Context: an optimization exercise on an open-source flow, tuned for small area. The choices shown serve that exercise and are no tape-out recipe.
At most, simulation tests tie the RTL to the original design; equivalence was not proved.
Only the layout flow was run in run 1; the RTL was not checked for function there.
Power is estimated from default activity; no workload was simulated.

--- flow/run.sh ---
#!/bin/bash
# synth_recipe.tcl (not shown) runs the flow's synth.tcl, then flattens the netlist and writes it again
# the make line also repeats each setting of config.mk as NAME=value (left out here)
make -C /OpenROAD-flow-scripts/flow DESIGN_CONFIG=/design/flow/config.mk WORK_HOME=/design/flow/orfs CLKGATE_MAP_FILE= SYNTH_SCRIPT=/design/flow/synth_recipe.tcl finish
--- flow/config.mk ---
export PLATFORM = sky130hd
export DESIGN_NAME = HR_estimator
export DESIGN_NICKNAME = HR_estimator
export VERILOG_FILES = /design/flow/design.v
export SDC_FILE = /design/flow/constraint.sdc
export NUM_CORES = 8
export LEC_CHECK = 0
export CAP_MARGIN = 20
export CORE_MARGIN = 2
export CORE_UTILIZATION = 45
export CTS_BUF_LIST = sky130_fd_sc_hd__clkbuf_8
export CTS_CLUSTER_DIAMETER = 50
export CTS_CLUSTER_SIZE = 20
export PLACE_DENSITY = 0.6
export SLEW_MARGIN = 20
--- flow/constraint.sdc ---
create_clock -name core_clock -period 650.0 [get_ports {clk}]
set_input_delay 130.0000 -clock core_clock [delete_from_list [all_inputs] [get_ports {clk}]]
set_output_delay 130.0000 -clock core_clock [all_outputs]
set_load 0.01 [all_outputs]
--- flow/design.v ---
module HR_estimator #(
        parameter CLK_FREQ = 200,
        parameter NUM_PEAKS = 4
)(
    input  wire        clk,
    input  wire        rst,
    input  wire        sample_en,
    input  signed [7:0] Xin,
    output wire [31:0] bpm
);
    wire [10:0] Y;
    wire [9:0]  mx;
    wire        pd, clr, idle;
    wire [13:0] q;
    hr_pre  u_pre  (.clk(clk), .rst(rst), .se(sample_en), .Xin(Xin), .clr(clr),
                    .idle(idle), .Y(Y));
    hr_peak u_peak (.clk(clk), .rst(rst), .se(sample_en), .Y(Y), .mx(mx), .pd(pd));
    hr_ring u_ring (.clk(clk), .rst(rst), .se(sample_en), .H(Y[10:1]), .mx(mx),
                    .idle(idle), .clr(clr));
    hr_rr   u_rr   (.clk(clk), .rst(rst), .se(sample_en), .pd(pd), .q(q));
    assign bpm = {18'd0, q};
endmodule
module hr_pre (
    input  wire        clk,
    input  wire        rst,
    input  wire        se,
    input  signed [7:0] Xin,
    input  wire        clr,       
    input  wire        idle,      
    output reg  [10:0] Y
);
    reg signed [7:0] xp;
    reg  [4:0] act;       
    wire signed [8:0] dx = Xin - xp;
    wire [8:0] dxa = dx[8] ? -dx : dx;
    wire flat = dxa <= 9'd20;
    wire sleep = (act == 5'd17);
    wire pre = se & ~sleep;
    always @(posedge clk or posedge rst) begin
        if (rst) begin
            xp  <= 8'sd0;
            act <= 5'd0;
        end else if (se) begin
            xp <= Xin;
            if (sleep)             act <= flat ? 5'd17 : 5'd0;
            else if (act == 5'd16) act <= 5'd17;
            else                   act <= flat ? act + 5'd1 : 5'd0;
        end
    end
    reg signed [7:0] d0, d1, d2, d3, d4;
    reg  [6:0] rect;
    wire signed [10:0] dsum = {{3{d4[7]}}, d4} + {{2{d3[7]}}, d3, 1'b0}
                            - {{3{d2[7]}}, d2} - {{2{d1[7]}}, d1, 1'b0};
    wire signed [7:0] dsh = dsum[10:3];
    wire [6:0] rnew = dsh[7] ? -dsh[6:0] : dsh[6:0];
    always @(posedge clk or posedge rst) begin
        if (rst) begin
            d0 <= 0; d1 <= 0; d2 <= 0; d3 <= 0; d4 <= 0;
            rect <= 0;
        end else if (pre) begin
            d0 <= Xin; d1 <= d0; d2 <= d1; d3 <= d2; d4 <= d3;
            rect <= rnew;
        end
    end
    reg  [6:0] hold;
    reg        wpend;
    reg  [3:0] c2;
    reg  [6:0] w [0:15];
    wire       wins = wpend & (c2 == 4'd0) & idle;
    integer i;
    always @(posedge clk) begin
        for (i = 15; i > 0; i = i - 1)
            w[i] <= w[i-1];
        w[0] <= clr ? 7'd0 : (wins ? hold : w[15]);
        if (!wins) c2 <= c2 + 4'd1;
        if (pre) hold <= rect;
    end
    always @(posedge clk or posedge rst) begin
        if (rst) begin
            wpend <= 1'b0;
            Y     <= 11'd0;
        end else begin
            if (pre) wpend <= 1'b1;
            else if (wins) wpend <= 1'b0;
            if (wins) Y <= Y + hold - w[15];
        end
    end
endmodule
module hr_peak (
    input  wire        clk,
    input  wire        rst,
    input  wire        se,
    input  wire [10:0] Y,
    input  wire [9:0]  mx,        
    output reg         pd
);
    reg  [9:0] thr, mv;           
    reg  [5:0] ps;                
    reg  [3:0] tcnt;
    wire slow = (ps == 6'd51);
    wire raw = {1'b0, Y} > ({2'b0, thr} + 12'd50);
    wire heavy = ~slow | (tcnt == 4'd7);
    always @(posedge clk or posedge rst) begin
        if (rst) begin
            thr <= 0; mv <= 0; pd <= 0; ps <= 0; tcnt <= 0;
        end else if (se) begin
            pd <= raw;
            tcnt <= tcnt + 4'd1;
            if (slow)             ps <= raw ? 6'd0 : 6'd51;
            else if (ps == 6'd50) ps <= 6'd51;
            else                  ps <= raw ? 6'd0 : ps + 6'd1;
            if (heavy) begin
                thr <= mv;
                mv  <= mx;
            end
        end
    end
endmodule
module hr_ring (
    input  wire        clk,
    input  wire        rst,
    input  wire        se,
    input  wire [9:0]  H,
    output reg  [9:0]  mx,
    output wire        idle,
    output reg         clr
);
    localparam NW = 198;                    
    reg  [3:0] r [0:NW-1];
    reg  [7:0] c;                           
    reg  [1:0] f;                           
    reg  [1:0] mode;                        
    reg        fs;                          
    reg  [9:0] V;                           
    reg  [8:0] z;                           
    wire [3:0] tap = r[NW-1];
    wire       start = (mode == 2'd1) & (c == 8'd0);
    assign idle = (mode == 2'd0);
    wire [9:0]  X  = start ? mx : V;
    wire [10:0] Dx = {1'b0, X} - {1'b0, H};
    wire        lo = Dx[10];                
    wire [9:0]  v0 = lo ? H : X;
    wire [9:0]  Dv = lo ? 10'd0 : Dx[9:0];  
    wire [8:0]  z0 = start ? 9'd0 : z;
    wire        Dhi = |Dv[9:3];
    wire        zhi = (z0[8:3] == 6'b011111);    
    wire        z256 = (z0 == 9'd256);
    reg  [3:0] ow;
    reg  [1:0] m;
    reg  [2:0] o, zc;       
    reg  [2:0] oat;         
    reg        fsn, fnext, fhere;
    reg  [1:0] fl;
    integer k;
    always @(*) begin
        ow = tap; o = 3'd0; zc = 3'd0; oat = 3'd0; fsn = start ? 1'b0 : fs;
        m = start ? 2'd2 : mode; fhere = 1'b0; fnext = 1'b0; fl = f;
        for (k = 0; k < 4; k = k + 1) begin
            if (!(start && k < f)) begin
                if (m == 2'd2) begin
                    if (!tap[k]) begin
                        zc = zc + 3'd1;
                        if (!fsn && (z0[8:2] == 7'd0) && (z0[1:0] + zc == 3'd2)) begin
                            fsn = 1'b1; oat = o; fhere = 1'b1; fl = k;
                        end
                    end else begin
                        o = o + 3'd1;
                    end
                    if ((!Dhi && Dv[2:0] == o) || (zhi && ({1'b0, z0[2:0]} + zc == 4'd8))) begin
                        m = 2'd3;
                        if (!fsn) begin
                            fsn = 1'b1; oat = o;
                            if (k == 3) begin fnext = 1'b1; fl = 2'd0; end
                            else begin fhere = 1'b1; fl = k + 1; end
                        end
                    end
                end else if (m == 2'd3) begin
                    if (Dhi || Dv[2:0] > o) begin
                        ow[k] = 1'b1; o = o + 3'd1;
                    end else if (!((z256 && zc == 3'd1) || (zhi && ({1'b0, z0[2:0]} + zc == 4'd9)))) begin
                        ow[k] = 1'b0; zc = zc + 3'd1;
                    end else begin
                        m = 2'd0;
                    end
                end
            end
        end
        if (m == 2'd3 && !(Dhi || Dv[2:0] > o) &&
            ((z256 && zc == 3'd1) || (zhi && ({1'b0, z0[2:0]} + zc == 4'd9))))
            m = 2'd0;
    end
    wire busy = start | mode[1];
    integer j;
    always @(posedge clk) begin
        for (j = NW-1; j > 0; j = j - 1)
            r[j] <= r[j-1];
        r[0] <= clr ? 4'd0 : (busy ? ow : tap);
        if (busy) begin
            V <= v0 - {7'd0, o};
            z <= z0 + {6'd0, zc};
            fs <= fsn;
            f <= fl;
        end
    end
    always @(posedge clk or posedge rst) begin
        if (rst) begin
            clr <= 1'b1; c <= 8'd0; mode <= 2'd0; mx <= 10'd0;
        end else begin
            if (clr & (c == NW-1)) clr <= 1'b0;
            if (busy & fhere)      c <= 8'd1;
            else if (busy & fnext) c <= 8'd0;
            else                   c <= (c == NW-1) ? 8'd0 : c + 8'd1;
            if (busy) begin
                mode <= m;
                if (fhere | fnext) mx <= v0 - {7'd0, oat};
            end else if (se) begin
                mode <= 2'd1;
            end
        end
    end
endmodule
module hr_rr (
    input  wire        clk,
    input  wire        rst,
    input  wire        se,
    input  wire        pd,
    output reg  [13:0] q
);
    reg        ppd, done, pz;
    reg [15:0] cur;
    reg [18:0] T;
    reg  [1:0] icnt;
    reg        run;
    reg  [3:0] dc;
    wire rise = pd & ~ppd;
    wire [15:0] D = T[17:2];
    wire [13:0] DIVIDEND = 14'd12000;
    wire [16:0] R2 = {cur, DIVIDEND[dc]};
    wire [17:0] sub = {1'b0, R2} - {2'b0, D};
    wire ge = ~sub[17];
    always @(posedge clk)
        if (run) dc <= dc - 4'd1;
        else     dc <= 4'd13;
    always @(posedge clk or posedge rst) begin
        if (rst) begin
            ppd <= 0; done <= 0; pz <= 1'b1; cur <= 0; T <= 0; icnt <= 0;
            run <= 0; q <= 0;
        end else if (!done) begin
            if (se) begin
                ppd <= pd;
                cur <= cur + 16'd1;
                if (rise) begin
                    pz <= (cur == 16'd0);
                    if (!pz) begin
                        icnt <= icnt + 2'd1;
                        if (icnt == 2'd3) begin
                            T <= T + {3'b0, cur};
                            done <= 1'b1;
                        end
                    end else begin
                        T <= T - {3'b0, cur};
                    end
                end
            end
        end else begin
            if (se && icnt == 2'd0) begin
                icnt <= 2'd1;
                if (!T[18] && D != 16'd0) begin
                    run <= 1'b1;
                    cur <= 16'd0;
                end
            end else if (run) begin
                cur <= ge ? sub[15:0] : R2[15:0];
                q   <= {q[12:0], ge};
                if (dc == 4'd0) run <= 1'b0;
            end
        end
    end
endmodule
==> results of run 1 <==
==> worst min-delay path by stage <==
stage / start / to
floorplan: u_pre.w[9][0]$_DFF_P_ / u_pre.w[10][0]$_DFF_P_
global placement: u_ring.r[61][0]$_DFF_P_ / u_ring.r[62][0]$_DFF_P_
detailed placement: u_ring.r[113][3]$_DFF_P_ / u_ring.r[114][3]$_DFF_P_
CTS: u_ring.r[28][0]$_DFF_P_ / u_ring.r[29][0]$_DFF_P_
global route: u_ring.r[21][3]$_DFF_P_ / u_ring.r[22][3]$_DFF_P_
finish: u_ring.r[196][0]$_DFF_P_ / u_ring.r[197][0]$_DFF_P_
==> cell usage after synthesis (21+ instances only) <==
| cell type | number |
|---|---|
| dfrtp_1 | 177 |
| ha_1 | 159 |
| xnor2_1 | 98 |
| inv_1 | 169 |
| dfxtp_1 | 908 |
| xor2_1 | 39 |
| nor2_1 | 149 |
| clkbuf_1 | 47 |
| mux2_2 | 88 |
| a31oi_1 | 21 |
| and3_1 | 29 |
| nand3_1 | 36 |
| edfxtp_1 | 33 |
| a21o_1 | 38 |
| fa_1 | 31 |
| a21oi_1 | 121 |
| nand2b_1 | 31 |
| nor3_1 | 46 |
| nand2_1 | 193 |
| o21ai_0 | 122 |
==> layout by cell type (no fill, tap or decap), types with 8 or more instances in the layout <==
master and n:
a31oi_1 21, o21bai_1 14, edfxtp_1 33, mux2i_1 13
nand3_1 35, o21ai_0 122, a21oi_1 121, clkdlybuf4s50_1 24
ha_1 159, dfrtp_1 177, nor2b_1 20, fa_1 31
nand2_1 192, a211oi_1 10, or3_1 11, nand4_1 16
o22ai_1 8, and3_1 29, nand2b_1 31, inv_12 11
nor4_1 13, a211o_1 10, and2_1 16, clkbuf_8 94
nor3b_1 11, o21a_1 13, xnor2_1 98, nor3_1 46
inv_1 175, buf_4 16, inv_6 10, dfxtp_1 908
a21o_1 38, mux2_2 88, xor2_1 39, o31ai_1 10
conb_1 18, nor2_1 149
==> power groups by stage <==
stage | Clock (uW) | Combinational, uW | Sequential, uW
2_1_floorplan | 0 | 33.3 | 75.8
3_3_place_gp | 0 | 39.0 | 77.6
3_5_place_dp | 0 | 40.1 | 77.8
4_1_cts | 43.9 | 40.5 | 76.3
5_1_grt | 46.6 | 45.8 | 76.9
6_report | 42.1 | 40.0 | 76.3
==> cell type report <==
type,instances,area share (%)
Clock inverter,65,2.04
Multi-Input combinational cell,1515,28.2
Antenna cell,2,0.0128
Timing Repair Buffer,42,1.00
Tap cell,1050,3.36
Clock buffer,94,3.31
Sequential cell,1120,60.4
Inverter,169,1.63
==> metal layers <==
layer	routed length (um)	share of wire [%]	global-route usage, %
met1	29700	49	21.3
met2	27200	45	23.8
met3	2460	4.0	2.75
met4	1560	2.6	4.88
met5	0	0	0
==> worst max-delay path, delay by kind of cell <==
family          cells  cell delay (ns)
simple gates        5             1.65
compound gates      5             0.76
fa+ha+maj           2             0.67
buf+inv             3             0.63
xor+xnor            1             0.26
==> logic make-up (layout without fill, tap and decap cells) <==
family	after synthesis	after routing	synth area share (%)
compound gates	454	454	8.38
xor+xnor	139	139	3.49
fa+ha+maj	190	190	7.32
buf+inv	249	370	2.89
flops	1120	1120	66.3
mux	104	104	3.27
other cells	1	20	0.0105
simple gates	610	610	8.31
==> flip-flops by register name, indices dropped and copies added (netlist names), 9 cells and up <==
signal      flops
u_pre.w       112
u_ring.r      792
u_ring.V       10
u_ring.z        9
u_rr.T         19
u_pre.Y        11
u_peak.mv      10
u_rr.cur       16
u_rr.q         14
u_peak.thr     10
u_ring.mx      10
==> stage by stage <==
| stage | area, um^2 | cells | total power (uW) | hold slack, ns |
|---|---|---|---|---|
| floorplan | 35700 | 2884 | 109 | 0.310 |
| global placement | 37000 | 3895 | 117 | 0.310 |
| detailed placement | 37000 | 3895 | 118 | 0.312 |
| CTS | 39100 | 4054 | 161 | 0.310 |
| global route | 39100 | 4057 | 169 | 0.308 |
| finish | 39100 | 4057 | 158 | 0.310 |
==> implementation parameters, run 1 <==
Parameter                              Value

Placement
  DPL Wire Length    between 40 and 50 mm
  Placement Setup Slack    515.90 ns
  Final weighted congestion in routability-driven placement    0.898
  Number of port buffers    24

Floorplan
  Die X    285 um
  Number of placed I/O pins    43
  Initial core utilization    45.3%
  Die outline area    slightly above 80000 um^2
  Core ar.    78700 um^2
  Die H    285 um
  Standard-cell rows    just over 100

Critical path
  CP Class    in2reg
  Termination of the worst setup path    u_pre.act[3]$_DFFE_PP0P_
  Largest stage delay, worst path    0.51 ns
  Endpoint arrival time on the critical path    133.97 ns
  Startpoint of the worst setup timing path    Xin[0]
  Worst path slowest cell    or3b_2
  Cell count of the worst reg-to-reg path    56
  Destination of the worst register-to-register timing path    u_ring.mx[8]$_DFFE_PP0P_
  Register-to-register setup slack    636.10 ns
  Endpoint class of the critical path    flop
  Startpoint class of the critical path    input port
  List of cells traversed by the critical path    clkdlybuf4s50_1 > inv_1 > ha_1 > fa_1 > inv_1 > a21oi_1 > o21bai_1 > xnor2_1 > nand3_1 > or3b_2 > nor3_1 > o2111ai_1 > a22o_1 > or3b_2 > or3_1 > o221ai_1
  Maximum fanout along the worst path    6
  Worst EP required    650.62 ns
  Worst r2r src    u_ring.c[0]$_DFF_PP0_

Job
  Max Cap Viol    0

Routing
  WL final    approximately 60 mm
  Wire length per cell    15.0 um
  Drt first-iter violations    895
  DRC viols    0
  Vias/cell    4.83
  First-pass iteration count of the detailed router    5
  Count of nets left with antenna violations after detail routing    0
  Total number of vias    19600

Synthesis
  Synth top area share    about half
  Yosys Warn Count    6
  Mapped Area    ~36000 um^2
  Number of cells produced by synthesis    2867
  Synth Register Bits    1120
  Post-synth EDFFs    33
  Largest area contributor in the netlist    dfxtp_1
  Share of flip-flops with an asynchronous set or reset    16.0%
  Synth area leaders    dfxtp_1, dfrtp_1, ha_1
  Most used flip-flop cell after synthesis    dfxtp_1
  Count of different cell masters after synthesis    98
  Seq/Total Area, Yosys    66.3%
  Post-Syn Area per Cell    12.4 um^2

STA
  Actual transition at the worst max-transition pin    between 1 and 1.5 ns
  Unrepaired setup endpoints after global routing    no
  Setup violators final    0
  Final critical delay including setup and external delays    roughly 130 ns
  Worst max-slew margin expressed relative to the limit    31.1%
  Setup TNS Final    0 ns
  Post-Route Skew    0.0267 ns
  Post-layout worst setup margin    a little over 500 ns
  Highest achievable clock rate    0.00750 GHz
  Post-route fraction of the period consumed by the critical path    20.5%
  Final hold vios    0
  Final Max Tran Viols    0

Finish
  Layout-stage area growth over the synthesis result    9.79%
  FILL cells    6813
  Fin nets    3142
  Share of cells above drive strength 1    10.0%
  Sequential cell area in the final layout    23700 um^2
  Finished Core Util    49.7%
  Multi-input gate area in the final layout    11100 um^2

Power and ir drop
  Clock network fraction of total power    26.6%
  Internal power    109 uW
  Sequential cell fraction of total power    48.1%
  Leak    0.0164 uW
  Peak VDD IR    about 0.0034 mV
  Proportion of total power due to net switching    31.5%
  NetSw    49.9 uW
  Logic pwr share    25.3%
  Pwr/cell area    4.05 nW/um^2

Status
  Status    finished clean

CTS
  CTS tree    done
  Hold-fix buffers, CTS    0
  Total setup buffers inserted after CTS    0
  CTS Buffer Depth    3
  Clock insertion delay at the later pin of the skew report    between 0.7 and 0.8 ns
  Clock root buffer master    clkbuf_8
  Number of gates given a new drive strength after cts    0
  Clock transition at path regs    0.11 ns
  CTS sink cnt    1120
  Number of levels the H-tree was split into    3
  Num CTS Buffers    93

Global routing
  Initial antenna violation count    1
  Via count of the first global-routing pass    19600
  Maximum number of pins on one net before global-route repair    103
  Total global routing overflow    0
  First-pass GRT wire length    102 mm
  Total routing usage reported by global routing    15.1%

Min path
  Hold Crit Depth    0
  Hold Crit Class    reg2reg
==> inputs of run 2 (changes only) <==
--- a/flow/design.v
+++ b/flow/design.v
@@ -19,3 +19,3 @@
                     .idle(idle), .clr(clr));
-    hr_rr   u_rr   (.clk(clk), .rst(rst), .se(sample_en), .pd(pd), .q(q));
+    hr_rr   u_rr   (.clk(clk), .rst(rst), .se(sample_en), .pd(pd), .clr(clr), .q(q));
     assign bpm = {18'd0, q};
@@ -74,3 +74,4 @@
         w[0] <= clr ? 7'd0 : (wins ? hold : w[15]);
-        if (!wins) c2 <= c2 + 4'd1;
+        if (clr) c2 <= 4'd0;
+        else if (!wins) c2 <= c2 + 4'd1;
         if (pre) hold <= rect;
@@ -197,2 +198,3 @@
         r[0] <= clr ? 4'd0 : (busy ? ow : tap);
+        if (clr) f <= 2'd0;
         if (busy) begin
@@ -226,50 +228,79 @@
     input  wire        pd,
+    input  wire        clr,
     output reg  [13:0] q
 );
-    reg        ppd, done, pz;
-    reg [15:0] cur;
-    reg [18:0] T;
-    reg  [1:0] icnt;
-    reg        run;
-    reg  [3:0] dc;
+    reg  [18:0] tr, cr;
+    reg  [4:0]  p;
+    reg         ppd, done, pz, pend, act, cya, cyb, sh, run, dpend;
+    reg  [1:0]  icnt, op;       
+    reg  [3:0]  dc;
     wire rise = pd & ~ppd;
-    wire [15:0] D = T[17:2];
+    wire go   = pend & (p == 5'd0);
+    wire en   = go | act;
+    wire p0   = (p == 5'd0);
+    wire tb   = tr[18];
+    wire cb   = cr[18];
+    wire low  = ~p[4];                           
     wire [13:0] DIVIDEND = 14'd12000;
-    wire [16:0] R2 = {cur, DIVIDEND[dc]};
-    wire [17:0] sub = {1'b0, R2} - {2'b0, D};
-    wire ge = ~sub[17];
-    always @(posedge clk)
-        if (run) dc <= dc - 4'd1;
-        else     dc <= 4'd13;
-    always @(posedge clk or posedge rst) begin
-        if (rst) begin
-            ppd <= 0; done <= 0; pz <= 1'b1; cur <= 0; T <= 0; icnt <= 0;
-            run <= 0; q <= 0;
-        end else if (!done) begin
-            if (se) begin
-                ppd <= pd;
-                cur <= cur + 16'd1;
-                if (rise) begin
-                    pz <= (cur == 16'd0);
-                    if (!pz) begin
-                        icnt <= icnt + 2'd1;
-                        if (icnt == 2'd3) begin
-                            T <= T + {3'b0, cur};
-                            done <= 1'b1;
-                        end
-                    end else begin
-                        T <= T - {3'b0, cur};
-                    end
+    wire tsub = (op == 2'd1);
+    wire tadd = (op[0] & ~tsub) | tsub;          
+    wire ta_b = cb ^ tsub;
+    wire ta_c = p0 ? tsub : cya;
+    wire tnew = tb ^ ta_b ^ ta_c;
+    wire first = (dc == 4'd13);
+    wire rold  = cb & ~first;
+    wire dsub  = first | q[0];
+    wire da    = p0 ? DIVIDEND[dc] : sh;
+    wire db    = (low & tr[16]) ^ dsub;
+    wire dcin  = p0 ? dsub : cyb;
+    wire dsum  = da ^ db ^ dcin;
+    wire icin  = p0 | cyb;
+    wire cinc  = low & (cb ^ icin);
+    always @(posedge clk) begin
+        p <= (p == 5'd18 || clr) ? 5'd0 : p + 5'd1;
+        tr <= {tr[17:0], clr ? 1'b0 : ((en & tadd) ? tnew : tb)};
+        cr <= {cr[17:0], clr ? 1'b0 : (run ? dsum : (en ? cinc : cb))};
+        cya <= (tb & ta_b) | (tb & ta_c) | (ta_b & ta_c);
+        cyb <= run ? ((da & db) | (da & dcin) | (db & dcin)) : (cb & icin);
+        sh  <= rold;
+        if (run) begin
+            if (p == 5'd18) dc <= dc - 4'd1;
+        end else dc <= 4'd13;
+    end
+    always @(posedge clk or posedge rst) begin
+        if (rst) begin
+            ppd <= 0; done <= 0; pz <= 1'b1; icnt <= 0; pend <= 0; act <= 0;
+            op <= 0; run <= 0; q <= 0; dpend <= 0;
+        end else begin
+            if (go) pend <= 1'b0;
+            if (go) act <= 1'b1;
+            else if (p == 5'd18) act <= 1'b0;
+            if (se && !done) begin
+                ppd  <= pd;
+                pend <= 1'b1;
+                op   <= !rise ? 2'd0 : pz ? 2'd1 : (icnt == 2'd3) ? 2'd3 : 2'd2;
+                if (rise && !pz) begin
+                    icnt <= icnt + 2'd1;
+                    if (icnt == 2'd3) done <= 1'b1;
                 end
             end
-        end else begin
-            if (se && icnt == 2'd0) begin
+            if (en && op != 2'd0) begin
+                if (op != 2'd3) begin
+                    if (low) pz <= (p0 | pz) & ~cb;
+                end else begin
+                    if (p == 5'd2)                  pz <= tnew;
+                    else if (p > 5'd2 && p < 5'd18) pz <= pz | tnew;
+                    else if (p == 5'd18)            pz <= pz & ~tnew;
+                end
+            end
+            if (done && se && icnt == 2'd0) begin
                 icnt <= 2'd1;
-                if (!T[18] && D != 16'd0) begin
-                    run <= 1'b1;
-                    cur <= 16'd0;
-                end
-            end else if (run) begin
-                cur <= ge ? sub[15:0] : R2[15:0];
-                q   <= {q[12:0], ge};
+                if (pz) dpend <= 1'b1;
+            end
+            if (dpend && p == 5'd18) begin
+                dpend <= 1'b0;
+                run <= 1'b1;
+            end
+            if (run && p == 5'd18) begin
+                q <= {q[12:0], ~dsum};
                 if (dc == 4'd0) run <= 1'b0;
--- a/flow/config.mk
+++ b/flow/config.mk
@@ -10,5 +10,5 @@
 export CORE_UTILIZATION = 45
-export CTS_BUF_LIST = sky130_fd_sc_hd__clkbuf_8
+export CTS_BUF_LIST = sky130_fd_sc_hd__clkbuf_16
 export CTS_CLUSTER_DIAMETER = 50
-export CTS_CLUSTER_SIZE = 20
+export CTS_CLUSTER_SIZE = 30
 export PLACE_DENSITY = 0.6
==> implementation parameters, run 2 <==
Parameter                              Value

Critical path
  Endpoint arrival time on the critical path    133.90 ns (was 133.97 ns)
  Maximum fanout along the worst path    5 (was 6)
  Startpoint class of the critical path    input port (unchanged)
  Worst path slowest cell    clkdlybuf4s50_1 (was or3b_2)
  Largest stage delay, worst path    0.50 ns (was 0.51 ns)
  CP Class    in2reg (unchanged)
  Worst Path Buf+Inv    2 (was 3)
  Top Family by Delay on Critical Path    compound AO/OA/AOI/OAI gates (was simple AND/OR/NAND/NOR gates)
  Register-to-register setup slack    635.76 ns (was 636.10 ns)
  List of cells traversed by the critical path    clkdlybuf4s50_1 > inv_1 > ha_1 > fa_1 > nor2b_1 > o21ai_0 > a21boi_0 > nor2_1 > nor3_1 > o21ai_0 > mux2i_1 > a21oi_1 > nor3b_1 > o221ai_1 > a211o_1 > or3_1 > o221ai_1 (was clkdlybuf4s50_1 > inv_1 > ha_1 > fa_1 > inv_1 > a21oi_1 > o21bai_1 > xnor2_1 > nand3_1 > or3b_2 > nor3_1 > o2111ai_1 > a22o_1 > or3b_2 > or3_1 > o221ai_1)
  Endpoint class of the critical path    flop (unchanged)
  Worst EP required    650.55 ns (was 650.62 ns)
  Cell count of the worst reg-to-reg path    53 (was 56)
  Path length in cells of the critical path    17 (was 16)

Synthesis
  Largest area contributor in the netlist    dfxtp_1 (unchanged)
  Count of different cell masters after synthesis    101 (was 98)
  Yosys Warn Count    6 (unchanged)
  Synth Register Bits    1136 (was 1120)
  Mapped Area    33900 um^2 (was 35700 um^2)
  Synth area leaders    dfxtp_1, dfrtp_1, ha_1 (unchanged)
  Post-synth EDFFs    29 (was 33)
  Number of cells produced by synthesis    2648 (was 2867)
  Most common library cells after synthesis    dfxtp_1, nand2_1, dfrtp_1 (unchanged)
  Seq/Total Area, Yosys    70.2% (was 66.3%)
  Synth top area share    56.6% (was 51.0%)
  Cell with the most instances after synthesis    dfxtp_1 (unchanged)
  Most used flip-flop cell after synthesis    dfxtp_1 (unchanged)
  Post-Syn Area per Cell    12.8 um^2 (was 12.4 um^2)
  Share of flip-flops with an asynchronous set or reset    13.1% (was 16.0%)

Finish
  FILL cells    6307 (was 6813)
  Most common cell after layout, fill and taps aside    dfxtp_1 (unchanged)
  Sequential cell area in the final layout    23800 um^2 (was 23700 um^2)
  Fin nets    2897 (was 3142)
  Largest register FFs    792 (unchanged)
  Antenna diode count    0 (was 2)
  Largest registers    u_ring.r (792), u_pre.w (112) (was u_ring.r (792), u_pre.w (112), u_rr.T (19))
  Multi-input gate area in the final layout    9290 um^2 (was 11100 um^2)
  Finished Core Util    52.0% (was 49.7%)
  Layout-stage area growth over the synthesis result    14.3% (was 9.79%)
  Commonest cells after routing, fill and taps aside    dfxtp_1, nand2_1, dfrtp_1 (unchanged)
  Share of cells above drive strength 1    9.52% (was 10.0%)
  Most flop-heavy register    u_ring.r (unchanged)

Floorplan
  Standard-cell rows    100 (was 103)
  Die X    278 um (was 285 um)
  Initial core utilization    45.5% (was 45.3%)
  Core ar.    74400 um^2 (was 78700 um^2)
  Die H    278 um (was 285 um)
  Number of placed I/O pins    43 (unchanged)
  Die outline area    77400 um^2 (was 81500 um^2)

STA
  Highest achievable clock rate    0.00750 GHz (about the same)
  Setup violators final    0 (unchanged)
  Final critical delay including setup and external delays    133.36 ns (was 133.35 ns)
  Final hold vios    0 (unchanged)
  Post-Route Skew    0.0285 ns (was 0.0267 ns)
  Post-layout worst setup margin    516.64 ns (was 516.65 ns)
  Setup TNS Final    0 ns (unchanged)
  Post-route fraction of the period consumed by the critical path    20.5% (about the same)
  Unrepaired setup endpoints after global routing    no (unchanged)
  Worst max-slew margin expressed relative to the limit    27.6% (was 31.1%)
  Final Max Tran Viols    0 (unchanged)
  Actual transition at the worst max-transition pin    1.09 ns (was 1.02 ns)

CTS
  Clock transition at path regs    0.10 ns (was 0.11 ns)
  Total setup buffers inserted after CTS    0 (unchanged)
  CTS sink cnt    1136 (was 1120)
  Number of levels the H-tree was split into    3 (unchanged)
  Num CTS Buffers    92 (was 93)
  CTS Buffer Depth    3 (unchanged)
  Number of gates given a new drive strength after cts    0 (unchanged)
  Clock insertion delay at the later pin of the skew report    0.66 ns (was 0.71 ns)
  Hold-fix buffers, CTS    0 (unchanged)
  CTS tree    done (unchanged)
  Clock root buffer master    clkbuf_16 (was clkbuf_8)

Global routing
  Total global routing overflow    0 (unchanged)
  Maximum number of pins on one net before global-route repair    97 (was 103)
  Total routing usage reported by global routing    14.6% (was 15.1%)
  Initial antenna violation count    1 (unchanged)
  First-pass GRT wire length    92.9 mm (was 102 mm)
  Via count of the first global-routing pass    18200 (was 19600)

Power and ir drop
  Pwr/cell area    3.79 nW/um^2 (was 4.05 nW/um^2)
  Peak VDD IR    0.00257 mV (was 0.00340 mV)
  Leak    0.0167 uW (was 0.0164 uW)

Min path
  Hold Crit Depth    0 (unchanged)
  Hold Crit Class    reg2reg (unchanged)

Placement
  Number of port buffers    24 (unchanged)
  Final weighted congestion in routability-driven placement    0.853 (was 0.898)
  DPL Wire Length    35.8 mm (was 40.9 mm)
  Placement Setup Slack    515.99 ns (was 515.90 ns)

Routing
  First-pass iteration count of the detailed router    5 (unchanged)
  DRC viols    0 (unchanged)
  Count of nets left with antenna violations after detail routing    0 (unchanged)
  Vias/cell    4.76 (was 4.83)
  WL final    55.0 mm (was 60.9 mm)
  Total met2 wirelength after detailed routing    24.2 mm (was 27.2 mm)
  Routed met3 length    1.96 mm (was 2.46 mm)
  Drt first-iter violations    848 (was 895)
  Highest metal layer with signal wires    met4 (unchanged)
  DRT met1 WL    27.2 mm (was 29.7 mm)
  Total number of vias    18000 (was 19600)
  Wire length per cell    14.6 um (was 15.0 um)

Status
  Status    finished clean (unchanged)

Job
  Max Cap Viol    0 (unchanged)
-- run 2: cell types whose count changed in the layout (fill, tap and decap cells not counted), sizes merged, moves of 31 or more --
cell / before / now
o21ai: 127 / 92
ha: 159 / 128
nand2: 195 / 281
xnor2: 98 / 57
inv: 206 / 173
dfxtp: 908 / 958
mux2: 90 / 51
a21oi: 122 / 82
-- run 2: final timing paths --
path,startpoint,to
worst max-delay path,Xin[0],u_pre.act[3]$_DFFE_PP0P_
worst min-delay path,u_ring.r[45][3]$_DFF_P_,u_ring.r[46][3]$_DFF_P_
worst max register to register,u_ring.c[0]$_DFF_PP0_,u_ring.mx[6]$_DFFE_PP0P_
worst min register to register,u_ring.r[45][3]$_DFF_P_,u_ring.r[46][3]$_DFF_P_
max in group asynchronous,rst,u_pre.rect[0]$_DFFE_PP0P_
min in group asynchronous,rst,u_ring.mode[0]$_DFFE_PP0P_
-- run 2: cells by family (layout without fill, tap and decap cells) --
family,count (synthesis),count (layout),share of synthesized area [%]
other cells,1,18,0.0111
fa+ha+maj,159,159,6.56
flops,1136,1136,70.2
buf+inv,199,340,2.51
xor+xnor,96,96,2.48
simple gates,647,647,9.07
mux,62,62,2.11
compound gates,348,348,7.01
-- run 2: layout make-up --
class | instances | area share (%)
timing repair buffer | 34 | 0.815
sequential | 1136 | 61.5
multi-input combinational | 1330 | 24.0
tap | 969 | 3.13
inverter | 133 | 1.30
clock buffer | 93 | 6.01
clock inverter | 80 | 3.28
-- run 2: power by group --
group          internal, uW  switching, uW  leakage [uW]
combinational          5.58           6.80       0.00504
sequential             71.1          0.807       0.00997
clock                  33.0           29.2       0.00173
-- run 2: worst reg2reg max path: cells and delay by family (launching register included) --
kind	cells	cell delay, ns
simple gates	21	5.46
fa+ha+maj	12	3.70
compound gates	11	2.89
mux	2	0.58
buf+inv	5	0.53
xor+xnor	2	0.53
flops	1	0.46
-- run 2: through the flow --
step	instance area, um^2	instances	hold slack, ns	power, uW
floorplan	33900	2665	0.310	83.7
global placement	35100	3602	0.310	85.6
detailed placement	35100	3602	0.312	86.0
CTS	38700	3775	0.308	149
global route	38700	3775	0.315	153
finish	38700	3775	0.313	147
-- run 2: metal layers --
layer | global-route usage [%] | up-vias
met1 | 20.4 | 8572
met3 | 2.84 | 107
met5 | 0 | -
met4 | 5.14 | 0
met2 | 22.7 | 287
li1 | - | 9014
==> inputs of run 3 (changes only) <==
--- a/flow/config.mk
+++ b/flow/config.mk
@@ -11,4 +11,4 @@
 export CTS_BUF_LIST = sky130_fd_sc_hd__clkbuf_16
-export CTS_CLUSTER_DIAMETER = 50
-export CTS_CLUSTER_SIZE = 30
+export CTS_CLUSTER_DIAMETER = 60
+export CTS_CLUSTER_SIZE = 40
 export PLACE_DENSITY = 0.6
==> implementation parameters, run 3 <==
Parameter                              Value

Synthesis
  Number of cells produced by synthesis    2648 (unchanged)
  Largest area contributor in the netlist    dfxtp_1 (unchanged)
  Cell with the most instances after synthesis    dfxtp_1 (unchanged)
  Synth Register Bits    1136 (unchanged)
  Seq/Total Area, Yosys    70.2% (unchanged)
  Share of flip-flops with an asynchronous set or reset    13.1% (unchanged)
  Mapped Area    33900 um^2 (unchanged)
  Post-Syn Area per Cell    12.8 um^2 (unchanged)
  Synth top area share    56.6% (unchanged)
  Most common library cells after synthesis    dfxtp_1, nand2_1, dfrtp_1 (unchanged)
  Yosys Warn Count    6 (unchanged)
  Count of different cell masters after synthesis    101 (unchanged)
  Most used flip-flop cell after synthesis    dfxtp_1 (unchanged)
  Post-synth EDFFs    29 (unchanged)
  Synth area leaders    dfxtp_1, dfrtp_1, ha_1 (unchanged)

Critical path
  Largest stage delay, worst path    0.50 ns (about the same)
  Worst EP required    650.57 ns (was 650.55 ns)
  Worst r2r src    u_ring.c[1]$_DFF_PP0_ (was u_ring.c[0]$_DFF_PP0_)
  Startpoint of the worst setup timing path    Xin[0] (unchanged)
  Worst path slowest cell    clkdlybuf4s50_1 (unchanged)
  Endpoint class of the critical path    flop (unchanged)
  Top Family by Delay on Critical Path    compound AO/OA/AOI/OAI gates (unchanged)
  Worst Path Buf+Inv    2 (unchanged)
  Endpoint arrival time on the critical path    133.93 ns (was 133.90 ns)
  Maximum fanout along the worst path    5 (unchanged)
  Startpoint class of the critical path    input port (unchanged)
  List of cells traversed by the critical path    clkdlybuf4s50_1 > inv_1 > ha_1 > fa_1 > nor2b_1 > o21ai_0 > a21boi_0 > nor2_1 > nor3_1 > o21ai_0 > mux2i_1 > a21oi_1 > nor3b_1 > o221ai_1 > a211o_1 > or3_1 > o221ai_1 (unchanged)
  CP Class    in2reg (unchanged)

Floorplan
  Die H    278 um (unchanged)
  Standard-cell rows    100 (unchanged)
  Core ar.    74400 um^2 (unchanged)
  Initial core utilization    45.5% (unchanged)
  Die outline area    77400 um^2 (unchanged)
  Die X    278 um (unchanged)
  Number of placed I/O pins    43 (unchanged)

Global routing
  Initial antenna violation count    1 (unchanged)
  Maximum number of pins on one net before global-route repair    97 (unchanged)
  Global routing's busiest layer    met2 (unchanged)
  Via count of the first global-routing pass    17700 (was 18200)
  First-pass GRT wire length    91.2 mm (was 92.9 mm)
  Total global routing overflow    0 (unchanged)
  Met1 routing resource usage after global routing    20.2% (was 20.4%)
  Met2 Resource Use GR    22.5% (was 22.7%)
  Global routing met3 resource utilization    2.03% (was 2.84%)
  Total routing usage reported by global routing    14.3% (was 14.6%)

Finish
  Share of cells above drive strength 1    7.51% (was 9.52%)
  Largest registers    u_ring.r (792), u_pre.w (112) (unchanged)
  Antenna diode count    0 (unchanged)
  Layout-stage area growth over the synthesis result    11.0% (was 14.3%)
  FILL cells    6420 (was 6307)
  Most flop-heavy register    u_ring.r (unchanged)
  Fin nets    2864 (was 2897)
  Finished Core Util    50.5% (was 52.0%)
  Most common cell after layout, fill and taps aside    dfxtp_1 (unchanged)
  Commonest cells after routing, fill and taps aside    dfxtp_1, nand2_1, dfrtp_1 (unchanged)
  Largest register FFs    792 (unchanged)

Power and ir drop
  Leak    0.0162 uW (was 0.0167 uW)
  Pwr/cell area    3.50 nW/um^2 (was 3.79 nW/um^2)
  Total power draw    131 uW (was 147 uW)
  Peak VDD IR    0.00257 mV (about the same)

Placement
  Number of port buffers    24 (unchanged)
  Final weighted congestion in routability-driven placement    0.853 (unchanged)
  DPL Wire Length    35.8 mm (unchanged)
  Placement Setup Slack    515.99 ns (unchanged)

STA
  Highest achievable clock rate    0.00750 GHz (about the same)
  Worst max-slew margin expressed relative to the limit    26.8% (was 27.6%)
  Post-Route Skew    0.0387 ns (was 0.0285 ns)
  Actual transition at the worst max-transition pin    1.10 ns (was 1.09 ns)
  Final critical delay including setup and external delays    133.36 ns (about the same)
  Final Max Tran Viols    0 (unchanged)
  Post-route fraction of the period consumed by the critical path    20.5% (about the same)
  Final hold vios    0 (unchanged)
  Setup TNS Final    0 ns (unchanged)
  Setup violators final    0 (unchanged)
  Post-layout worst setup margin    516.64 ns (about the same)
  Unrepaired setup endpoints after global routing    no (unchanged)

Status
  Status    finished clean (unchanged)

CTS
  Hold-fix buffers, CTS    0 (unchanged)
  Clock root buffer master    clkbuf_16 (unchanged)
  Number of levels the H-tree was split into    2 (was 3)
  Total setup buffers inserted after CTS    0 (unchanged)
  Clock insertion delay at the later pin of the skew report    0.66 ns (about the same)
  CTS sink cnt    1136 (unchanged)
  CTS Buffer Depth    3 (unchanged)
  CTS tree    done (unchanged)
  Num CTS Buffers    59 (was 92)
  Number of gates given a new drive strength after cts    0 (unchanged)
  Clock transition at path regs    0.11 ns (was 0.10 ns)

Routing
  Count of nets left with antenna violations after detail routing    0 (unchanged)
  WL final    54.4 mm (was 55.0 mm)
  Wire length per cell    14.7 um (was 14.6 um)
  Drt first-iter violations    874 (was 848)
  Total number of vias    17700 (was 18000)
  DRC viols    0 (unchanged)
  Vias/cell    4.76 (about the same)
  First-pass iteration count of the detailed router    5 (unchanged)

Min path
  Worst hold path startpoint    u_ring.r[183][3]$_DFF_P_ (was u_ring.r[45][3]$_DFF_P_)
  Hold Crit Class    reg2reg (unchanged)

Job
  Max Cap Viol    0 (unchanged)
[run 3: changes by cell type in the layout (fill, tap and decap cells not counted), sizes merged]
cell	previous run	this run
inv	173	151
bufinv	10	4
clkinv	27	28
clkinvlp	3	1
clkbuf	93	60
[run 3: layout make-up]
| class | instances | area (um^2) | area share [%] |
|---|---|---|---|
| Inverter | 133 | 504 | 1.34 |
| Clock inverter | 51 | 975 | 2.59 |
| Timing Repair Buffer | 34 | 315 | 0.839 |
| Multi-Input combinational cell | 1330 | 9290 | 24.7 |
| Tap cell | 969 | 1210 | 3.23 |
| Sequential cell | 1136 | 23800 | 63.3 |
| Clock buffer | 60 | 1500 | 4.00 |
[run 3: through the flow]
step                cell area, um^2  instances  hold slack, ns
floorplan                     33900       2665           0.310
global placement              35100       3602           0.310
detailed placement            35100       3602           0.312
CTS                           37600       3713           0.308
global route                  37600       3713           0.299
finish                        37600       3713           0.305
[run 3: cells by family (layout without fill, tap and decap cells)]
kind of cell,after synthesis,count (layout),synth area share (%)
adders and majority gates,159,159,6.56
muxes,62,62,2.11
buffers and inverters,199,278,2.51
other,1,18,0.0111
DFF,1136,1136,70.2
AOI/OAI and AO/OA,348,348,7.01
xor gates and xnor gates,96,96,2.48
and+or+nand+nor,647,647,9.07
[run 3: worst paths after layout]
kind,end,slack (ns),cells after the start
setup / recovery,u_pre.act[3]$_DFFE_PP0P_,516.64,17
min in group asynchronous,u_ring.mode[0]$_DFFE_PP0P_,129.90,2
max in group asynchronous,u_pre.rect[3]$_DFFE_PP0P_,518.79,3
setup reg to reg,u_ring.mx[6]$_DFFE_PP0P_,635.65,53
hold reg to reg,u_ring.r[184][3]$_DFF_P_,0.30,0
hold / removal,u_ring.r[184][3]$_DFF_P_,0.30,0
[run 3: per-layer routing]
metal	vias to the layer above	wire length, um	share of wire (%)
li1	8889	-	-
met4	0	1620	3.0
met1	8448	27300	50
met5	-	0	0
met2	229	23800	44
met3	102	1680	3.1
[run 3: worst reg2reg max path: cells and delay by family, from the launching register on]
| family | cells | cell delay [ns] |
|---|---|---|
| DFF | 1 | 0.44 |
| and+or+nand+nor | 21 | 5.56 |
| muxes | 2 | 0.58 |
| AOI/OAI and AO/OA | 11 | 2.89 |
| adders and majority gates | 12 | 3.71 |
| xor gates and xnor gates | 2 | 0.54 |
| buffers and inverters | 5 | 0.54 |
[run 3: power by group]
part | internal [uW] | switching [uW] | leakage [uW] | total, uW
registers | 71.1 | 0.808 | 0.00997 | 72.0
clock network | 21.0 | 26.0 | 0.00117 | 47.0
logic | 5.58 | 6.80 | 0.00504 | 12.4
total | 97.8 | 33.6 | 0.0162 | 131
==> inputs of run 4 (changes only) <==
--- a/flow/config.mk
+++ b/flow/config.mk
@@ -10,5 +10,5 @@
 export CORE_UTILIZATION = 45
-export CTS_BUF_LIST = sky130_fd_sc_hd__clkbuf_16
-export CTS_CLUSTER_DIAMETER = 60
-export CTS_CLUSTER_SIZE = 40
+export CTS_BUF_LIST = sky130_fd_sc_hd__clkbuf_8
+export CTS_CLUSTER_DIAMETER = 50
+export CTS_CLUSTER_SIZE = 20
 export PLACE_DENSITY = 0.6
==> implementation parameters, run 4 <==
Parameter                              Value

Status
  Status    finished clean (unchanged)

Placement
  Final weighted congestion in routability-driven placement    0.853 (unchanged)
  Number of instances in the placed design    3602 (unchanged)
  DPL Wire Length    35.8 mm (unchanged)
  Number of port buffers    24 (unchanged)

CTS
  Clock insertion delay at the later pin of the skew report    0.74 ns (was 0.66 ns)
  Clock root buffer master    clkbuf_8 (was clkbuf_16)
  CTS tree    done (unchanged)
  Number of levels the H-tree was split into    3 (was 2)
  CTS Buffer Depth    3 (unchanged)
  Clock transition at path regs    0.10 ns (was 0.11 ns)
  CTS sink cnt    1136 (unchanged)
  Num CTS Buffers    94 (was 59)
  Number of gates given a new drive strength after cts    0 (unchanged)
  Hold-fix buffers, CTS    0 (unchanged)
  Total setup buffers inserted after CTS    0 (unchanged)

Synthesis
  Number of cells produced by synthesis    2648 (unchanged)
  Synth area leaders    dfxtp_1, dfrtp_1, ha_1 (unchanged)
  Most used flip-flop cell after synthesis    dfxtp_1 (unchanged)
  Synth Register Bits    1136 (unchanged)
  Count of different cell masters after synthesis    101 (unchanged)
  Cell with the most instances after synthesis    dfxtp_1 (unchanged)
  Share of flip-flops with an asynchronous set or reset    13.1% (unchanged)
  Synth top area share    56.6% (unchanged)
  Seq/Total Area, Yosys    70.2% (unchanged)
  Most common library cells after synthesis    dfxtp_1, nand2_1, dfrtp_1 (unchanged)
  Post-Syn Area per Cell    12.8 um^2 (unchanged)
  Post-synth EDFFs    29 (unchanged)
  Largest area contributor in the netlist    dfxtp_1 (unchanged)
  Mapped Area    33900 um^2 (unchanged)
  Yosys Warn Count    6 (unchanged)

STA
  Worst max-slew margin expressed relative to the limit    26.8% (about the same)
  Worst hold-check slack    0.313 ns (was 0.305 ns)
  Highest achievable clock rate    0.00750 GHz (about the same)
  Post-Route Skew    0.0501 ns (was 0.0387 ns)
  Unrepaired setup endpoints after global routing    no (unchanged)
  Final hold vios    0 (unchanged)
  Final critical delay including setup and external delays    133.30 ns (was 133.36 ns)
  Final Max Tran Viols    0 (unchanged)
  Actual transition at the worst max-transition pin    1.10 ns (about the same)
  Setup TNS Final    0 ns (unchanged)
  Post-route fraction of the period consumed by the critical path    20.5% (about the same)
  Setup violators final    0 (unchanged)

Floorplan
  Number of placed I/O pins    43 (unchanged)
  Standard-cell rows    100 (unchanged)
  Initial core utilization    45.5% (unchanged)
  Die X    278 um (unchanged)
  Die H    278 um (unchanged)
  Die outline area    77400 um^2 (unchanged)
  Core ar.    74400 um^2 (unchanged)

Finish
  Fin nets    2899 (was 2864)
  Share of cells above drive strength 1    9.45% (was 7.51%)
  Finished Core Util    50.2% (was 50.5%)
  Most flop-heavy register    u_ring.r (unchanged)
  Commonest cells after routing, fill and taps aside    dfxtp_1, nand2_1, dfrtp_1 (unchanged)
  Largest registers    u_ring.r (792), u_pre.w (112) (unchanged)
  Most common cell after layout, fill and taps aside    dfxtp_1 (unchanged)
  Layout-stage area growth over the synthesis result    10.4% (was 11.0%)
  Final Instance Count excl. Fillers    3773 (was 3713)
  Largest register FFs    792 (unchanged)

Job
  Max Cap Viol    0 (unchanged)

Critical path
  Worst Path Buf+Inv    2 (unchanged)
  Top Family by Delay on Critical Path    compound AO/OA/AOI/OAI gates (unchanged)
  Startpoint class of the critical path    input port (unchanged)
  Endpoint arrival time on the critical path    133.92 ns (was 133.93 ns)
  Maximum fanout along the worst path    5 (unchanged)
  List of cells traversed by the critical path    clkdlybuf4s50_1 > inv_1 > ha_1 > fa_1 > nor2b_1 > o21ai_0 > a21boi_0 > nor2_1 > nor3_1 > o21ai_0 > mux2i_1 > a21oi_1 > nor3b_1 > o221ai_1 > a211o_1 > or3_1 > o221ai_1 (unchanged)
  Largest stage delay, worst path    0.50 ns (about the same)
  Endpoint class of the critical path    flop (unchanged)
  Worst EP required    650.61 ns (was 650.57 ns)
  CP Class    in2reg (unchanged)
  Worst path slowest cell    clkdlybuf4s50_1 (unchanged)

Power and ir drop
  Peak VDD IR    0.00237 mV (was 0.00257 mV)
  Pwr/cell area    3.44 nW/um^2 (was 3.50 nW/um^2)
  Leak    0.0162 uW (about the same)

Global routing
  First-pass GRT wire length    92.4 mm (was 91.2 mm)
  Total routing usage reported by global routing    14.5% (was 14.3%)
  Maximum number of pins on one net before global-route repair    97 (unchanged)
  Total global routing overflow    0 (unchanged)
  Via count of the first global-routing pass    18200 (was 17700)
  Initial antenna violation count    2 (was 1)

Routing
  Count of nets left with antenna violations after detail routing    0 (unchanged)
  Vias/cell    4.75 (was 4.76)
  First-pass iteration count of the detailed router    7 (was 5)
  Wire length per cell    14.5 um (was 14.7 um)
  Total number of vias    17900 (was 17700)
  Drt first-iter violations    795 (was 874)
  DRC viols    0 (unchanged)
  WL final    54.9 mm (was 54.4 mm)

Min path
  Hold Crit Class    reg2reg (unchanged)
-- run 4: cell counts after synthesis --
No cell type changed its count.
-- run 4: final cells by class --
| cell class | count | area [um^2] |
|---|---|---|
| well taps | 969 | 1210 |
| fillers | 6451 | 37100 |
| flip-flops and latches | 1136 | 23800 |
| inverters | 133 | 504 |
| repair buffers | 34 | 315 |
| multi-input cells | 1330 | 9290 |
| clock buffers | 99 | 1360 |
| diodes | 1 | 2.50 |
| clock inverters | 71 | 913 |
-- run 4: path summary, 6_finish.rpt --
path	cells after the start	end	slack (ns)	startpoint
setup / recovery	17	u_pre.act[3]$_DFFE_PP0P_	516.70	Xin[0]
hold / removal	0	u_rr.cr[14]$_DFF_P_	0.31	u_rr.cr[13]$_DFF_P_
setup reg to reg	53	u_ring.mx[6]$_DFFE_PP0P_	635.69	u_ring.c[0]$_DFF_PP0_
hold reg to reg	0	u_rr.cr[14]$_DFF_P_	0.31	u_rr.cr[13]$_DFF_P_
max in group asynchronous	3	u_rr.q[2]$_DFFE_PP0P_	518.87	rst
min in group asynchronous	2	u_ring.mode[0]$_DFFE_PP0P_	129.85	rst
-- run 4: cells by family after synthesis --
family | synth area share [%]
DFF | 70.2
and+or+nand+nor | 9.07
AOI/OAI and AO/OA | 7.01
buffers and inverters | 2.51
adders and majority gates | 6.56
xor gates and xnor gates | 2.48
muxes | 2.11
other | 0.0111
-- run 4: through the flow --
| stage | total power [uW] | setup slack (ns) | cell area, um^2 |
|---|---|---|---|
| 4_1_cts | 131 | 516.76 | 37400 |
| 5_1_grt | 135 | 516.37 | 37400 |
| 3_5_place_dp | 86.0 | 515.99 | 35100 |
| 6_report | 129 | 516.70 | 37400 |
| 2_1_floorplan | 83.7 | 516.00 | 33900 |
| 3_3_place_gp | 85.6 | 516.12 | 35100 |
-- run 4: worst reg2reg max path: cells and delay by family (launching register included) --
family,cells,cell delay (ns)
AO/OA/AOI/OAI,11,2.91
flip-flops,1,0.47
AND/OR/NAND/NOR,21,5.50
multiplexers,2,0.58
XOR/XNOR,2,0.53
buffers and inverters,5,0.53
adder cells (fa/ha/maj),12,3.71
-- run 4: report_power, final --
part | internal (uW) | switching [uW]
sequential | 71.1 | 0.807
combinational | 5.58 | 6.80
clock | 18.8 | 25.6
-- run 4: metal layers --
layer	up-vias	track usage [%]	wire [um]	share of wire, %
met4	0	5.38	1700	3.1
met5	-	0	0	0
li1	9006	-	-	-
met3	112	2.70	1830	3.3
met2	277	22.5	24000	44
met1	8517	20.3	27300	50
==> inputs of run 5 (changes only) <==
--- a/flow/design.v
+++ b/flow/design.v
@@ -49,23 +49,27 @@
     end
-    reg signed [7:0] d0, d1, d2, d3, d4;
-    reg  [6:0] rect;
-    wire signed [10:0] dsum = {{3{d4[7]}}, d4} + {{2{d3[7]}}, d3, 1'b0}
-                            - {{3{d2[7]}}, d2} - {{2{d1[7]}}, d1, 1'b0};
-    wire signed [7:0] dsh = dsum[10:3];
-    wire [6:0] rnew = dsh[7] ? -dsh[6:0] : dsh[6:0];
-    always @(posedge clk or posedge rst) begin
-        if (rst) begin
-            d0 <= 0; d1 <= 0; d2 <= 0; d3 <= 0; d4 <= 0;
-            rect <= 0;
-        end else if (pre) begin
-            d0 <= Xin; d1 <= d0; d2 <= d1; d3 <= d2; d4 <= d3;
-            rect <= rnew;
-        end
+    reg  [7:0] dr [0:5];
+    reg  [2:0] c6;
+    reg  [2:0] st;        
+    reg signed [10:0] acc;
+    wire [7:0] dt = dr[5];
+    wire       dins = (st == 3'd1) & (c6 == 3'd0);
+    integer i;
+    always @(posedge clk) begin
+        for (i = 5; i > 0; i = i - 1)
+            dr[i] <= dr[i-1];
+        dr[0] <= clr ? 8'd0 : (dins ? xp : dt);
+        if (clr) c6 <= 3'd0;
+        else if (!dins) c6 <= (c6 == 3'd5) ? 3'd0 : c6 + 3'd1;
     end
-    reg  [6:0] hold;
-    reg        wpend;
+    wire        dbl = (st == 3'd2) | (st == 3'd4);
+    wire        neg = (st == 3'd3) | (st == 3'd4);
+    wire [10:0] opd = dbl ? {{2{dt[7]}}, dt, 1'b0} : {{3{dt[7]}}, dt};
+    wire [10:0] sum = (dins ? 11'd0 : acc) + (neg ? ~opd : opd) + {10'd0, neg};
+    always @(posedge clk)
+        if (dins | (st == 3'd2) | (st == 3'd3) | (st == 3'd4)) acc <= sum;
+    wire signed [7:0] dsh = acc[10:3];
+    wire [6:0] rect = dsh[7] ? -dsh[6:0] : dsh[6:0];
     reg  [3:0] c2;
     reg  [6:0] w [0:15];
-    wire       wins = wpend & (c2 == 4'd0) & idle;
-    integer i;
+    wire       wins = (st == 3'd5) & (c2 == 4'd0) & idle;
     always @(posedge clk) begin
@@ -73,6 +77,5 @@
             w[i] <= w[i-1];
-        w[0] <= clr ? 7'd0 : (wins ? hold : w[15]);
+        w[0] <= clr ? 7'd0 : (wins ? rect : w[15]);
         if (clr) c2 <= 4'd0;
         else if (!wins) c2 <= c2 + 4'd1;
-        if (pre) hold <= rect;
     end
@@ -80,8 +83,9 @@
         if (rst) begin
-            wpend <= 1'b0;
-            Y     <= 11'd0;
+            st <= 3'd0;
+            Y  <= 11'd0;
         end else begin
-            if (pre) wpend <= 1'b1;
-            else if (wins) wpend <= 1'b0;
-            if (wins) Y <= Y + hold - w[15];
+            if (pre) st <= 3'd1;
+            else if (dins | (st == 3'd2) | (st == 3'd3) | (st == 3'd4)) st <= st + 3'd1;
+            else if (wins) st <= 3'd0;
+            if (wins) Y <= Y + rect - w[15];
         end
--- a/flow/config.mk
+++ b/flow/config.mk
@@ -10,5 +10,5 @@
 export CORE_UTILIZATION = 45
-export CTS_BUF_LIST = sky130_fd_sc_hd__clkbuf_8
-export CTS_CLUSTER_DIAMETER = 50
-export CTS_CLUSTER_SIZE = 20
+export CTS_BUF_LIST = sky130_fd_sc_hd__clkbuf_4
+export CTS_CLUSTER_DIAMETER = 30
+export CTS_CLUSTER_SIZE = 12
 export PLACE_DENSITY = 0.6
==> implementation parameters, run 5 <==
Parameter                              Value

Critical path
  Top Family by Delay on Critical Path    compound AO/OA/AOI/OAI gates (unchanged)
  Worst path slowest cell    or3b_2 (was clkdlybuf4s50_1)
  Maximum fanout along the worst path    5 (unchanged)
  Endpoint arrival time on the critical path    133.95 ns (was 133.92 ns)
  Largest stage delay, worst path    0.55 ns (was 0.50 ns)
  Worst Path Buf+Inv    2 (unchanged)
  CP Class    in2reg (unchanged)
  Crit-path most repeated cell    o21ai_0
  Endpoint class of the critical path    flop (unchanged)
  Worst EP required    650.88 ns (was 650.61 ns)
  Startpoint class of the critical path    input port (unchanged)
  List of cells traversed by the critical path    clkdlybuf4s50_1 > inv_1 > ha_1 > fa_1 > nor2b_1 > o21ai_0 > a21boi_0 > o21a_1 > o21ai_0 > a31o_2 > a31oi_1 > a21oi_1 > o21ai_0 > nand3_1 > or3b_2 > or3_1 > o221ai_1 (was clkdlybuf4s50_1 > inv_1 > ha_1 > fa_1 > nor2b_1 > o21ai_0 > a21boi_0 > nor2_1 > nor3_1 > o21ai_0 > mux2i_1 > a21oi_1 > nor3b_1 > o221ai_1 > a211o_1 > or3_1 > o221ai_1)

CTS
  CTS sink cnt    1146 (was 1136)
  Num CTS Buffers    164 (was 94)
  Number of gates given a new drive strength after cts    0 (unchanged)
  Hold-fix buffers, CTS    0 (unchanged)
  Total setup buffers inserted after CTS    0 (unchanged)
  CTS Buffer Depth    3 (unchanged)
  Clock transition at path regs    0.09 ns (was 0.10 ns)
  CTS tree    done (unchanged)
  Clock root buffer master    clkbuf_4 (was clkbuf_8)
  Number of levels the H-tree was split into    4 (was 3)
  Clock insertion delay at the later pin of the skew report    1.01 ns (was 0.74 ns)

Floorplan
  Core ar.    73000 um^2 (was 74400 um^2)
  Die X    276 um (was 278 um)
  Die H    276 um (was 278 um)
  Die outline area    76000 um^2 (was 77400 um^2)
  Standard-cell rows    99 (was 100)
  Number of placed I/O pins    43 (unchanged)
  Initial core utilization    45.5% (about the same)

Routing
  Drt first-iter violations    867 (was 795)
  Vias/cell    4.73 (was 4.75)
  Count of nets left with antenna violations after detail routing    0 (unchanged)
  WL final    55.4 mm (was 54.9 mm)
  Total number of vias    17800 (was 17900)
  First-pass iteration count of the detailed router    5 (was 7)
  DRC viols    0 (unchanged)
  Wire length per cell    14.7 um (was 14.5 um)

Global routing
  Total routing usage reported by global routing    15.1% (was 14.5%)
  Initial antenna violation count    1 (was 2)
  First-pass GRT wire length    91.9 mm (was 92.4 mm)
  Total global routing overflow    0 (unchanged)
  Via count of the first global-routing pass    18100 (was 18200)
  Maximum number of pins on one net before global-route repair    61 (was 97)

STA
  Worst max-slew margin expressed relative to the limit    31.6% (was 26.8%)
  Post-Route Skew    0.0737 ns (was 0.0501 ns)
  Unrepaired setup endpoints after global routing    no (unchanged)
  Actual transition at the worst max-transition pin    1.02 ns (was 1.10 ns)
  Final hold vios    0 (unchanged)
  Setup violators final    0 (unchanged)
  Post-route fraction of the period consumed by the critical path    20.5% (about the same)
  Final Max Tran Viols    0 (unchanged)
  Final critical delay including setup and external delays    133.07 ns (was 133.30 ns)
  Setup TNS Final    0 ns (unchanged)
  Highest achievable clock rate    0.00752 GHz (was 0.00750 GHz)

Placement
  DPL Wire Length    35.3 mm (was 35.8 mm)
  Area after detailed placement    34500 um^2 (was 35100 um^2)
  Number of instances in the placed design    3462 (was 3602)
  Number of port buffers    24 (unchanged)
  Final weighted congestion in routability-driven placement    0.834 (was 0.853)

Finish
  Final Instance Count excl. Fillers    3759 (was 3773)
  Share of cells above drive strength 1    13.2% (was 9.45%)
  Largest registers    u_ring.r (792), u_pre.w (112), u_pre.dr (48) (was u_ring.r (792), u_pre.w (112))
  Final instance area    37100 um^2 (was 37400 um^2)
  Largest register FFs    792 (unchanged)
  Layout-stage area growth over the synthesis result    11.8% (was 10.4%)
  Commonest cells after routing, fill and taps aside    dfxtp_1, clkbuf_4, nand2_1 (was dfxtp_1, nand2_1, dfrtp_1)
  FILL cells    6305 (was 6451)
  Most flop-heavy register    u_ring.r (unchanged)
  Most common cell after layout, fill and taps aside    dfxtp_1 (unchanged)
  Fin nets    2827 (was 2899)

Power and ir drop
  Pwr/cell area    3.66 nW/um^2 (was 3.44 nW/um^2)
  Peak VDD IR    0.00297 mV (was 0.00237 mV)
  Leak    0.0157 uW (was 0.0162 uW)

Synthesis
  Most common library cells after synthesis    dfxtp_1, nand2_1, ha_1 (was dfxtp_1, nand2_1, dfrtp_1)
  Synth Register Bits    1146 (was 1136)
  Synth top area share    60.8% (was 56.6%)
  Post-synth EDFFs    33 (was 29)
  Post-Syn Area per Cell    13.2 um^2 (was 12.8 um^2)
  Count of different cell masters after synthesis    95 (was 101)
  Share of flip-flops with an asynchronous set or reset    9.08% (was 13.1%)
  Seq/Total Area, Yosys    71.7% (was 70.2%)
  Most used flip-flop cell after synthesis    dfxtp_1 (unchanged)
  Synth area leaders    dfxtp_1, dfrtp_1, ha_1 (unchanged)
  Yosys Warn Count    7 (was 6)
  Mapped Area    33200 um^2 (was 33900 um^2)
  Number of cells produced by synthesis    2515 (was 2648)
  Cell with the most instances after synthesis    dfxtp_1 (unchanged)
  Largest area contributor in the netlist    dfxtp_1 (unchanged)

Status
  Status    finished clean (unchanged)

Job
  Max Cap Viol    0 (unchanged)

Min path
  Hold Crit Class    reg2reg (unchanged)
run 5: cell types whose count changed after synthesis, sizes merged, moves of 7 or more:
| cell | change |
|---|---|
| nand2 | -97 |
| dfxtp | +51 |
| dfrtp | -45 |
| nor2 | -43 |
| inv | -24 |
| a21oi | +22 |
| mux2i | +10 |
| xnor2 | +10 |
| fa | -8 |
| o21a | -8 |
| o21ai | +8 |
| and2 | +7 |
| nor4 | -7 |
run 5: layer usage:
metal	wire length [um]	GRT usage, %	up-vias	share of wire (%)
met5	0	0	-	0
met4	1440	7.00	0	2.6
met3	2510	3.71	117	4.5
met2	23800	22.4	337	43
met1	27700	20.7	8467	50
li1	-	-	8858	-
run 5: path summary, 6_finish.rpt:
path | start | to | slack (ns) | cells after the start
max in group asynchronous | rst | u_ring.c[7]$_DFF_PP0_ | 519.26 | 3
setup reg to reg | u_ring.mode[1]$_DFFE_PP0P_ | u_ring.mx[9]$_DFFE_PP0P_ | 635.18 | 51
setup / recovery | Xin[0] | u_pre.act[3]$_DFFE_PP0P_ | 516.93 | 17
hold reg to reg | u_ring.r[7][3]$_DFF_P_ | u_ring.r[8][3]$_DFF_P_ | 0.27 | 0
hold / removal | u_ring.r[7][3]$_DFF_P_ | u_ring.r[8][3]$_DFF_P_ | 0.27 | 0
min in group asynchronous | rst | u_pre.xp[4]$_DFFE_PP0P_ | 129.42 | 2
run 5: through the flow:
stage	setup slack [ns]	power [uW]	hold slack, ns	util (%)
finish	516.93	136	0.273	50.9
floorplan	516.84	86.1	0.310	-
global placement	516.03	88.3	0.310	47.3
CTS	517.10	138	0.244	50.9
detailed placement	515.97	88.8	0.312	47.3
global route	516.80	143	0.251	50.9
run 5: layout make-up:
cell class,count,area (um^2),area share [%]
antenna,2,5.00,0.0135
sequential,1146,23800,64.1
clock inverter,107,1220,3.28
multi-input combinational,1212,8740,23.5
inverter,108,409,1.10
clock buffer,188,1410,3.80
tap,959,1200,3.23
timing repair buffer,37,342,0.920
run 5: power breakdown:
part	internal [uW]	switching, uW	total (uW)
sequential	73.4	1.30	74.7
combinational	5.61	6.98	12.6
clock	23.5	25.2	48.6
total	102	33.5	136
run 5: cell families (layout without fill, tap and decap cells):
family / Yosys count / after routing / synth area share [%]
simple gates: 499 / 499 / 7.48
mux: 75 / 75 / 2.46
other cells: 1 / 20 / 0.0113
xor+xnor: 107 / 107 / 2.82
buf+inv: 174 / 440 / 2.25
compound gates: 366 / 366 / 7.26
fa+ha+maj: 147 / 147 / 6.06
flops: 1146 / 1146 / 71.7

[afterwards: timing with drivers on the ports]
Ports are ideal in the flow. The routed layouts listed here were re-timed in OpenROAD.
Step 1 (the two cells are an assumption about what drives the block):
set clk [get_ports {clk}]
set_driving_cell -lib_cell sky130_fd_sc_hd__clkbuf_16 $clk
set_driving_cell -lib_cell sky130_fd_sc_hd__buf_2 [delete_from_list [all_inputs] $clk]
Step 2 times the ports against the registers' clock, not the clock port: input delays grow and output delays shrink by t, the midpoint of the rising clock arrivals with the driver on.
Three values: ideal, step 1, step 2; two values: the first two.
run	t (ns)	setup slack, ns	pins driven straight from the clock port
run 1	0.750	516.652 / 516.679 / 515.928	1
run 2	0.704	516.644 / 516.654 / 515.949	1
run 3	0.709	516.640 / 516.648 / 515.940	1
run 4	0.770	516.697 / 516.700 / 515.930	1
run 5	1.039	516.934 / 516.922 / 515.882	1
After both steps every run listed still meets setup and hold. The setup slack of run 5, which loses most, moves by -0.012 ns with the drivers and by -1.052 ns with both steps.
